Source: an optimization exercise on an open RTL-to-GDS flow (aim: small area and a short achievable clock period). Production flows keep margins and buffers that such runs may drop. Function was checked by simulation only, so behaviour that the tests miss may differ from the original. Power is estimated from default activity; no workload was simulated.

==> raven <==
==> flow/design.v (excerpt) <==
module riscv_single_core(clk,rst,imem_addr,imem_rdata,dmem_addr,dmem_wdata,dmem_we,dmem_re,dmem_rdata,overflow,carry,negative,branch);
==> module alu, before the edit <==
module alu(a, rd2, imm, alusrc, alusrc_n, inv_b, op_and, op_or, op_slt, sum, result, overflow, carry, negative);
  input [31:0] a, rd2, imm;
  input alusrc, alusrc_n, inv_b, op_and, op_or, op_slt;
  output [31:0] sum, result;
  output overflow, carry, negative;
  wire [31:0] r2x = rd2 ^ {32{inv_b}};
  wire [31:0] bx;
  genvar i;
  generate
    for (i = 0; i < 32; i = i + 1) begin : bsel
      late_mux m(.s(alusrc_n), .sn(alusrc), .late(r2x[i]), .early(imm[i]), .y(bx[i]));
    end
  endgenerate
  wire cout;
  addc32 ad(.a(a), .b(bx), .cin(inv_b), .s(sum), .cout(cout));
  wire logic_op = op_and | op_or;
  assign result = op_and ? (a & rd2) :
                  op_or  ? (a | rd2) :
                  op_slt ? {31'd0, sum[31]} : sum;
  assign negative = op_and ? (a[31] & rd2[31]) :
                    op_or  ? (a[31] | rd2[31]) :
                    op_slt ? 1'b0 : sum[31];
  assign overflow = ~logic_op & ~(a[31] ^ bx[31]) & (a[31] ^ sum[31]);
  assign carry = ~logic_op & cout;
endmodule
==> module addc32, before the edit <==
module addc32(a, b, cin, s, cout);
  input [31:0] a, b;
  input cin;
  output [31:0] s;
  output cout;
  assign {cout, s} = a + b + cin;
endmodule
==> module late_mux, before the edit <==
module late_mux(s, sn, late, early, y);
  input s, sn, late, early;
  output y;
  wire n1, n2;
  g_nand2 a0(.a(s), .b(late), .y(n1));
  g_nand2 a1(.a(sn), .b(early), .y(n2));
  g_nand2 a2(.a(n1), .b(n2), .y(y));
endmodule
==> module riscv_single_core, before the edit <==
module riscv_single_core(clk,rst,imem_addr,imem_rdata,dmem_addr,dmem_wdata,dmem_we,dmem_re,dmem_rdata,overflow,carry,negative,branch);
  input clk,rst;
  output [31:0]imem_addr;
  input  [31:0]imem_rdata;
  output [31:0]dmem_addr,dmem_wdata;
  output dmem_we,dmem_re;
  input  [31:0]dmem_rdata;
  output  overflow,carry,negative,branch;
  wire [31:0] instr = imem_rdata;
  wire [31:0] pc;
  wire [31:0] rd1, rd2, imm, sum, prod, pcplus4, pctarget;
  wire is_r, is_l, is_s, is_b, is_j, alusrc, regwrite;
  wire op_mul, op_and, op_or, op_slt, inv_b;
  wire [31:0] wd;
  control_unit_top ctrl(
    .instr(instr), .is_r(is_r), .is_l(is_l), .is_s(is_s), .is_b(is_b), .is_j(is_j),
    .alusrc(alusrc), .regwrite(regwrite),
    .op_mul(op_mul), .op_and(op_and), .op_or(op_or), .op_slt(op_slt), .inv_b(inv_b));
  extend ext(.instr(instr), .is_s(is_s), .is_j(is_j), .imm(imm));
  registerfile rf(
    .clk(clk), .rst(rst),
    .a1(instr[19:15]), .a2(instr[24:20]), .a3(instr[11:7]),
    .we3(regwrite), .wd3(wd), .rd1(rd1), .rd2(rd2));
  wire [31:0] res_other, wd_other;
  wire neg_other;
  alu alu1(
    .a(rd1), .rd2(rd2), .imm(imm), .alusrc(alusrc), .alusrc_n(~alusrc), .inv_b(inv_b),
    .op_and(op_and), .op_or(op_or), .op_slt(op_slt),
    .sum(sum), .result(res_other),
    .overflow(overflow), .carry(carry), .negative(neg_other));
  mul32lo mul(.a(rd1), .b(rd2), .p(prod));
  assign wd_other = is_l ? dmem_rdata : is_j ? pcplus4 : res_other;
  wire op_mul_n = ~op_mul;
  genvar gi;
  generate
    for (gi = 0; gi < 32; gi = gi + 1) begin : wsel
      late_mux m(.s(op_mul), .sn(op_mul_n), .late(prod[gi]), .early(wd_other[gi]), .y(wd[gi]));
    end
  endgenerate
  late_mux nsel(.s(op_mul), .sn(op_mul_n), .late(prod[31]), .early(neg_other), .y(negative));
  wire [31:0] aluresult;
  generate
    for (gi = 0; gi < 32; gi = gi + 1) begin : asel
      late_mux m(.s(op_mul), .sn(op_mul_n), .late(prod[gi]), .early(res_other[gi]), .y(aluresult[gi]));
    end
  endgenerate
  wire pcsrc = (is_b & (rd1 == rd2)) | is_j;
  pc_adder pcadd(.a(pc), .c(pcplus4));
  pctarget pct(.PC(pc), .instr(instr), .is_j(is_j), .Pctarget1(pctarget));
  programme_counter pcreg(.clk(clk), .rst(rst), .pc_next(pcsrc ? pctarget : pcplus4), .pc(pc));
  assign imem_addr = pc;
  assign dmem_addr = aluresult;
  assign dmem_wdata = rd2;
  assign dmem_we = is_s;
  assign dmem_re = is_l;
  assign branch = is_b;
endmodule
==> flow/config.mk <==
export PLATFORM = sky130hd
export DESIGN_NAME = riscv_single_core
export DESIGN_NICKNAME = riscv_single_core
export VERILOG_FILES = /design/flow/design.v
export SDC_FILE = /design/flow/constraint.sdc
export NUM_CORES = 4
export LEC_CHECK = 0
export CAP_MARGIN = 20
export CORE_MARGIN = 2
export CORE_UTILIZATION = 60
export SETUP_SLACK_MARGIN = 3
export SLEW_MARGIN = 20
export SYNTH_HIERARCHICAL = 1
==> flow/constraint.sdc <==
create_clock -name core_clock -period 17.0 [get_ports {clk}]
set_input_delay 3.4000 -clock core_clock [delete_from_list [all_inputs] [get_ports {clk}]]
set_output_delay 3.4000 -clock core_clock [all_outputs]
set_load 0.01 [all_outputs]
standard.sh (not shown) runs the stock make flow with config.mk's settings and CLKGATE_MAP_FILE= SYNTH_SCRIPT=/design/flow/synth_recipe.tcl, a recipe that flattens the netlist after the stock synthesis.
==> flow/flow/run.sh <==
#!/bin/bash
set -euo pipefail
bash standard.sh MATCH_CELL_FOOTPRINT=0 "BUFFER_PORTS_ARGS=-buffer_cell sky130_fd_sc_hd__buf_4" finish > standard_flow.log 2>&1
==> yarrow (differences from raven) <==
--- a/flow/design.v
+++ b/flow/design.v
@@ -119,44 +119,25 @@
                       {{20{instr[31]}}, instr[31:20]};
 endmodule
-module alu(a, rd2, imm, alusrc, alusrc_n, inv_b, op_and, op_or, op_slt, sum, result, overflow, carry, negative);
-  input [31:0] a, rd2, imm;
-  input alusrc, alusrc_n, inv_b, op_and, op_or, op_slt;
-  output [31:0] sum, result;
+module alu(a, b, inv_b, op_mul, op_and, op_or, op_slt, mb, sum, prod, result, overflow, carry, negative);
+  input [31:0] a, b, mb;
+  input inv_b, op_mul, op_and, op_or, op_slt;
+  output [31:0] sum, prod, result;
   output overflow, carry, negative;
-  wire [31:0] r2x = rd2 ^ {32{inv_b}};
-  wire [31:0] bx;
-  genvar i;
-  generate
-    for (i = 0; i < 32; i = i + 1) begin : bsel
-      late_mux m(.s(alusrc_n), .sn(alusrc), .late(r2x[i]), .early(imm[i]), .y(bx[i]));
-    end
-  endgenerate
   wire cout;
-  addc32 ad(.a(a), .b(bx), .cin(inv_b), .s(sum), .cout(cout));
+  wire [31:0] bx = inv_b ? ~b : b;
+  assign {cout, sum} = a + bx + inv_b;
+  mul32lo m(.a(a), .b(mb), .p(prod));
   wire logic_op = op_and | op_or;
-  assign result = op_and ? (a & rd2) :
-                  op_or  ? (a | rd2) :
+  assign result = op_mul ? prod :
+                  op_and ? (a & b) :
+                  op_or  ? (a | b) :
                   op_slt ? {31'd0, sum[31]} : sum;
-  assign negative = op_and ? (a[31] & rd2[31]) :
-                    op_or  ? (a[31] | rd2[31]) :
+  assign negative = op_mul ? prod[31] :
+                    op_and ? (a[31] & b[31]) :
+                    op_or  ? (a[31] | b[31]) :
                     op_slt ? 1'b0 : sum[31];
-  assign overflow = ~logic_op & ~(a[31] ^ bx[31]) & (a[31] ^ sum[31]);
+  assign overflow = ~logic_op & ~(inv_b ^ a[31] ^ b[31]) & (a[31] ^ sum[31]);
   assign carry = ~logic_op & cout;
 endmodule
-module addc32(a, b, cin, s, cout);
-  input [31:0] a, b;
-  input cin;
-  output [31:0] s;
-  output cout;
-  assign {cout, s} = a + b + cin;
-endmodule
-module late_mux(s, sn, late, early, y);
-  input s, sn, late, early;
-  output y;
-  wire n1, n2;
-  g_nand2 a0(.a(s), .b(late), .y(n1));
-  g_nand2 a1(.a(sn), .b(early), .y(n2));
-  g_nand2 a2(.a(n1), .b(n2), .y(y));
-endmodule
 module mul32lo(a, b, p);
   input [31:0] a, b;
@@ -918,8 +899,8 @@
   wire [31:0] instr = imem_rdata;
   wire [31:0] pc;
-  wire [31:0] rd1, rd2, imm, sum, prod, pcplus4, pctarget;
+  wire [31:0] rd1, rd2, imm, srcb, sum, prod, pcplus4, pctarget;
   wire is_r, is_l, is_s, is_b, is_j, alusrc, regwrite;
   wire op_mul, op_and, op_or, op_slt, inv_b;
-  wire [31:0] wd;
+  wire [31:0] result, wd;
   control_unit_top ctrl(
     .instr(instr), .is_r(is_r), .is_l(is_l), .is_s(is_s), .is_b(is_b), .is_j(is_j),
@@ -931,27 +912,10 @@
     .a1(instr[19:15]), .a2(instr[24:20]), .a3(instr[11:7]),
     .we3(regwrite), .wd3(wd), .rd1(rd1), .rd2(rd2));
-  wire [31:0] res_other, wd_other;
-  wire neg_other;
+  assign srcb = alusrc ? imm : rd2;
   alu alu1(
-    .a(rd1), .rd2(rd2), .imm(imm), .alusrc(alusrc), .alusrc_n(~alusrc), .inv_b(inv_b),
-    .op_and(op_and), .op_or(op_or), .op_slt(op_slt),
-    .sum(sum), .result(res_other),
-    .overflow(overflow), .carry(carry), .negative(neg_other));
-  mul32lo mul(.a(rd1), .b(rd2), .p(prod));
-  assign wd_other = is_l ? dmem_rdata : is_j ? pcplus4 : res_other;
-  wire op_mul_n = ~op_mul;
-  genvar gi;
-  generate
-    for (gi = 0; gi < 32; gi = gi + 1) begin : wsel
-      late_mux m(.s(op_mul), .sn(op_mul_n), .late(prod[gi]), .early(wd_other[gi]), .y(wd[gi]));
-    end
-  endgenerate
-  late_mux nsel(.s(op_mul), .sn(op_mul_n), .late(prod[31]), .early(neg_other), .y(negative));
-  wire [31:0] aluresult;
-  generate
-    for (gi = 0; gi < 32; gi = gi + 1) begin : asel
-      late_mux m(.s(op_mul), .sn(op_mul_n), .late(prod[gi]), .early(res_other[gi]), .y(aluresult[gi]));
-    end
-  endgenerate
+    .a(rd1), .b(srcb), .inv_b(inv_b), .op_mul(op_mul), .op_and(op_and), .op_or(op_or), .op_slt(op_slt),
+    .mb(rd2), .sum(sum), .prod(prod), .result(result),
+    .overflow(overflow), .carry(carry), .negative(negative));
+  assign wd = is_l ? dmem_rdata : is_j ? pcplus4 : result;
   wire pcsrc = (is_b & (rd1 == rd2)) | is_j;
   pc_adder pcadd(.a(pc), .c(pcplus4));
@@ -959,5 +923,5 @@
   programme_counter pcreg(.clk(clk), .rst(rst), .pc_next(pcsrc ? pctarget : pcplus4), .pc(pc));
   assign imem_addr = pc;
-  assign dmem_addr = aluresult;
+  assign dmem_addr = sum;
   assign dmem_wdata = rd2;
   assign dmem_we = is_s;
Settings changed: CORE_UTILIZATION 60 to 50, SETUP_SLACK_MARGIN 3 to 4.
==> willow (differences from raven) <==
--- a/flow/design.v
+++ b/flow/design.v
@@ -948,10 +948,4 @@
   endgenerate
   late_mux nsel(.s(op_mul), .sn(op_mul_n), .late(prod[31]), .early(neg_other), .y(negative));
-  wire [31:0] aluresult;
-  generate
-    for (gi = 0; gi < 32; gi = gi + 1) begin : asel
-      late_mux m(.s(op_mul), .sn(op_mul_n), .late(prod[gi]), .early(res_other[gi]), .y(aluresult[gi]));
-    end
-  endgenerate
   wire pcsrc = (is_b & (rd1 == rd2)) | is_j;
   pc_adder pcadd(.a(pc), .c(pcplus4));
@@ -959,5 +953,5 @@
   programme_counter pcreg(.clk(clk), .rst(rst), .pc_next(pcsrc ? pctarget : pcplus4), .pc(pc));
   assign imem_addr = pc;
-  assign dmem_addr = aluresult;
+  assign dmem_addr = sum;
   assign dmem_wdata = rd2;
   assign dmem_we = is_s;
==> qor summary <==
quantity                                                                           yarrow                    willow                     raven
Wire length of the first global-routing pass                                    424000 um                 377000 um                 377000 um
Clock latency reported for the late side of the worst-skew pair                   0.78 ns                   0.76 ns                   0.74 ns
Fin Hold WS                                                                      0.532 ns                  0.488 ns                  0.471 ns
Reg2Reg Launch Point                                               rf.valid[1]$_SDFF_PN0_   rf.valid[26]$_SDFF_PN0_   rf.valid[19]$_SDFF_PN0_
Layout Nets                                                                          6767                      6705                      6964
Delay of the slowest critical-path stage                                          0.73 ns                   0.58 ns                   0.43 ns
Cell Area, Synth                                                                65700 um2                 66200 um2                 66600 um2
Area Overhead vs Synth                                                              21.4%                     17.6%                     21.8%
Status                                                            complete, no violations   complete, no violations   complete, no violations
#MultiIn Comb                                                                        4640                      4714                      4812
Total placed cells including tap cells                                               7848                      7685                      7804
Area of the placeable core                                                     130000 um2                109000 um2                110000 um2
Row count                                                                             132                       121                       122
Proportion of final cell area spent on non-clock buffers                            7.66%                     6.18%                     7.82%
Switching Share                                                                     22.0%                     21.5%                     21.7%
Comb group                                                                     0.000192 W                0.000163 W                0.000174 W
End of the worst register-to-register path                       rf.r[23].d[30]$_DFFE_PP_  rf.r[19].d[22]$_DFFE_PP_  rf.r[10].d[26]$_DFFE_PP_
Worst Slack Setup Final                                                           2.61 ns                   3.02 ns                   2.74 ns
Met1 demand-to-capacity share in global routing                                     54.8%                     61.1%                     58.6%
Taps Inserted                                                                        1742                      1476                      1488
Number of diodes                                                                       15                         7                         3
Worst clock skew                                                                0.0580 ns                  0.117 ns                 0.0810 ns
Max IR drop VDD                                                                 0.0977 mV                  0.105 mV                  0.111 mV

[port drivers added, routing unchanged]
The results above use ideal ports. As a check the final layouts listed here were re-extracted and re-timed, cells and wires unchanged.
Step 1 assumes that a clkbuf_16 drives the clock port and a buf_2 every other input.
Step 2 adds t to the input delays and takes it off the output delays; t is the mean of the earliest and latest rising clock arrival at the registers after step 1. Input paths then give back, and output paths get back, about the clock's delay inside the block.
a / b / c = ideal / step 1 / step 2; a / b = the first two.
run | t (ns) | setup slack, ns | slew at the worst register clock pin (ns)
raven | 0.778 | 2.743 / 2.650 / 2.650 | 0.08 / 0.08
yarrow | 0.833 | 2.605 / 2.435 / 2.435 | 0.07 / 0.07
willow | 0.778 | 3.019 / 2.869 / 2.869 | 0.07 / 0.07
After both steps setup and hold are still met in every run listed. For yarrow, which loses most, drivers alone change the setup slack by -0.170 ns; drivers and shift together by -0.170 ns.
